From an optimization exercise on the open Yosys and OpenROAD flow, aimed at small area; shortcuts taken in it are not production practice. Function was checked by simulation only, so behaviour that the tests miss may differ from the original. No driver is modelled on the clock port, so clock power and skew are understated where the tree is cut down; a real chip needs a root buffer or a tree.

## before
==> module tracker, before the edit <==
module tracker(input clk, input rst, input pulse, input one_hz, input half_hz,
               input [1:0] sel,             
               output si,
               output reg [7:0] steps_per_sec,
               output reg [3:0] digit,
               output reg uscore);
reg p1, p2, p3, o1, o2, o3, h1, h2, h3;
always @(posedge clk) begin
  p1 <= pulse;   p2 <= p1; p3 <= p2;
  o1 <= one_hz;  o2 <= o1; o3 <= o2;
  h1 <= half_hz; h2 <= h1; h3 <= h2;
end
wire step = p2 & ~p3;
wire sec  = o2 & ~o3;
wire half = h2 & ~h3;
function [3:0] inc10(input [3:0] x);
  inc10 = {x[3] ? ~x[0] : (x[2] & x[1] & x[0]),
           x[2] ^ (x[1] & x[0]),
           (x[1] ^ x[0]) & ~x[3],
           ~x[0]};
endfunction
function nine(input [3:0] x);
  nine = x[3] & x[0];
endfunction
reg [3:0] s0, s1, s2, s3;
assign si = s0[3] & s0[1];
wire c0 = nine(s0);
wire c1 = c0 & nine(s1);
wire c2 = c1 & nine(s2);
wire all9 = c2 & nine(s3);    
always @(posedge clk) begin
  if (rst) begin
    s0 <= 4'd0; s1 <= 4'd0; s2 <= 4'd0; s3 <= 4'd0;
  end else if (step) begin
    if (all9) s0 <= 4'b1011;
    else begin
      s0 <= inc10(s0);
      if (c0) s1 <= inc10(s1);
      if (c1) s2 <= inc10(s2);
      if (c2) s3 <= inc10(s3);
    end
  end
end
reg [9:0] lq;
reg half_mile;
reg [3:0] m0, m1;
wire lq_last = lq[9] & ~|lq[8:0];
wire mile_step = lq_last & (s1[0] | s1[1] | s1[2]);
always @(posedge clk) begin
  if (rst) begin
    lq <= 10'b1000000000; half_mile <= 1'b0; m0 <= 4'd0; m1 <= 4'd0;
  end else if (step) begin
    lq <= {lq[8:0], lq[9] ^ lq[6] ^ ~|lq[8:0]};
    if (mile_step) begin
      half_mile <= ~half_mile;
      if (half_mile) begin
        m0 <= inc10(m0);
        if (nine(m0)) m1 <= inc10(m1);
      end
    end
  end
end
reg [7:0] scount;
reg ge64;   
wire gt32 = ge64 | (scount[5] & (|scount[4:0]));
always @(posedge clk) begin
  if (rst) begin
    scount <= 8'd0; ge64 <= 1'b0; steps_per_sec <= 8'd0;
  end else if (sec) begin
    scount <= 8'd0; ge64 <= 1'b0; steps_per_sec <= scount;
  end else if (step) begin
    scount <= scount + 8'd1;
    if (&scount[5:0]) ge64 <= 1'b1;
  end
end
reg [3:0] nsec, nact;
always @(posedge clk) begin
  if (rst) begin
    nsec <= 4'd0; nact <= 4'd0;
  end else if (sec & ~nine(nsec)) begin
    nsec <= nsec + 4'd1;
    if (gt32) nact <= nact + 4'd1;
  end
end
reg [5:0] run;
reg [3:0] t0, t1, t2, t3;
wire is59 = ~run[5] & run[4] & ~run[3] & ~run[1] & ~run[0];
wire is60 = run[5] & ~run[4] & ~run[2] & ~run[1] & ~run[0];
wire t1c6 = t1[3] | t1[2];    
wire [3:0] t1add6 = {~t1[2] & t1[1],
                     ~t1[2] & ~t1[1],
                     (~t1[3] & ~t1[2] & ~t1[1]) | (t1[2] & t1[1]),
                     t1[0]};    
wire u0 = nine(t0);
wire u1 = nine(t1);
wire u2 = nine(t2);
always @(posedge clk) begin
  if (rst) begin
    run <= 6'd0; t0 <= 4'd0; t1 <= 4'd0; t2 <= 4'd0; t3 <= 4'd0;
  end else if (sec) begin
    if (!ge64) run <= 6'd0;
    else begin
      if (!is60) run <= {run[4:0], ~(run[5] ^ run[4])};
      if (is59) begin
        t1 <= t1add6;
        if (t1c6) begin
          t2 <= inc10(t2);
          if (u2) t3 <= inc10(t3);
        end
      end else if (is60) begin
        t0 <= inc10(t0);
        if (u0) begin
          t1 <= inc10(t1);
          if (u1) begin
            t2 <= inc10(t2);
            if (u2) t3 <= inc10(t3);
          end
        end
      end
    end
  end
end
reg [1:0] state;
always @(posedge clk)
  if (rst) state <= 2'd0;
  else if (half) state <= state + 2'd1;
always @(*) begin
  uscore = 1'b0;
  case (state)
    2'd0: case (sel)
            2'd0: digit = s0;
            2'd1: digit = s1;
            2'd2: digit = s2;
            default: digit = s3;
          endcase
    2'd1: case (sel)
            2'd0: digit = {1'b0, half_mile, 1'b0, half_mile};
            2'd1: begin digit = 4'd0; uscore = 1'b1; end
            2'd2: digit = m0;
            default: digit = m1;
          endcase
    2'd2: digit = (sel == 2'd0) ? nact : 4'd0;
    default: case (sel)
            2'd0: digit = t0;
            2'd1: digit = t1;
            2'd2: digit = t2;
            default: digit = t3;
          endcase
  endcase
end
endmodule
clock: 125.0 ns
lec_check: 0
abc_area: 1
cap_margin: 0
core_margin: 2
core_utilization: 75
place_density: 0.9
slew_margin: 0
standard.sh (not shown) runs the stock make flow with config.mk's settings and CLKGATE_MAP_FILE= SYNTH_SCRIPT=/design/flow/synth_recipe.tcl, a recipe that flattens the netlist after the stock synthesis.
==> flow/flow/run.sh <==
#!/bin/bash
# Own layout flow: the standard flow with an area-oriented ABC script (best of several seeds), no separate adder mapping, plain buf_1 port
# buffers and a two-level inverter clock tree in place of the one CTS builds. Each tool's output is kept in its own log here.
set -euo pipefail
W=$PWD
export OWN_WORK=$W
export OWN_ABC_SCRIPT=$W/flow/abc.scr
export OWN_ABC_SEEDS="1 2 3 4 5 6 7 8 9 10 11 12"
export POST_CTS_TCL=$W/flow/cts_post.tcl
bash standard.sh SYNTH_SCRIPT=$W/flow/synth.tcl \
  ADDER_MAP_FILE= "BUFFER_PORTS_ARGS=-buffer_cell sky130_fd_sc_hd__buf_1" \
  "CTS_ARGS=$(cat $W/flow/cts_args)" \
  finish > $W/flow_make.log 2>&1
Other scripts of this flow, unchanged in this note and not shown: flow/flow/abc.scr, flow/flow/adapt.tcl, flow/flow/cts_args, flow/flow/cts_post.tcl, flow/flow/owntree.tcl, flow/flow/synth.tcl
before: flow completed, timing, DRC and antenna clean
#### Input delta (after over before)
--- a/flow/design.v
+++ b/flow/design.v
@@ -85,22 +85,23 @@
         if (nine(m0)) m1 <= inc10(m1);
       end
     end
   end
 end
 reg [7:0] scount;
-reg ge64;   
+reg over128;
+wire ge64 = over128 | scount[7] | scount[6];
 wire gt32 = ge64 | (scount[5] & (|scount[4:0]));
 always @(posedge clk) begin
   if (rst) begin
-    scount <= 8'd0; ge64 <= 1'b0; steps_per_sec <= 8'd0;
+    scount <= 8'd0; over128 <= 1'b0; steps_per_sec <= 8'd0;
   end else if (sec) begin
-    scount <= 8'd0; ge64 <= 1'b0; steps_per_sec <= scount;
-  end else if (step) begin
-    scount <= scount + 8'd1;
-    if (&scount[5:0]) ge64 <= 1'b1;
+    scount <= 8'd0; over128 <= 1'b0; steps_per_sec <= scount;
+  end else begin
+    if (step) scount <= scount + 8'd1;
+    if (scount[7]) over128 <= 1'b1;
   end
 end
 reg [3:0] nsec, nact;
 always @(posedge clk) begin
   if (rst) begin
     nsec <= 4'd0; nact <= 4'd0;
==> comparison <==
after did not stop at any stage, and its layout met the timing, DRC and antenna checks.
before → after: all-layer global routing usage shows a reduction of 0.37 points; core utilization comparable.
Measured against each other, after and before differ in number of global-route vias before repair, the higher figure coming from before.
The fmax in after was lower than what before gave.
Against before, after comes in 0.38 ns higher on time the final worst path needs with I/O delays and setup.
In the metrics for after and before, the one carrying the lower normalized max-slew margin is after.
Going from before to after, standard cell area after detailed placement did not really move, detail-routed via count per cell went up, arrival time at the worst endpoint went up.
Sort after and before by share of final-layout standard cells stronger than drive strength 1 asc -> top: before
Compared with before, in after number of well-tap cells placed held steady; worst setup slack now sits lower; worst hold margin stayed essentially flat; routed length on met1 fell by 160 µm.
In every run of this note, the design's own scripts or RTL, not TritonCTS, make the clock network.

[what the ideal ports hide]
In the flow no input, the clock included, has a driving cell. The finished layouts below were timed again as built, in two steps. Step 1 (the two cells are an assumption about what drives the block):
set clk [get_ports {clk}]
set_driving_cell -lib_cell sky130_fd_sc_hd__clkbuf_16 $clk
set_driving_cell -lib_cell sky130_fd_sc_hd__buf_2 [delete_from_list [all_inputs] $clk]
Step 2 moves the port delays by t, midway between the first and last clock arrival at a register: inputs arrive t later, outputs are due t later. That takes back most of the time a late clock gives input paths. Three values: ideal ports, drivers, drivers and shift; two values: the first two.
run | shift t [ns] | setup slack, ns | clock arrival spread, ns
before | 0.263 | 97.195 / 97.155 / 97.417 | 0.011 / 0.011
after | 0.259 | 96.816 / 96.781 / 97.040 | 0.011 / 0.012
After both steps every run listed still meets setup and hold.
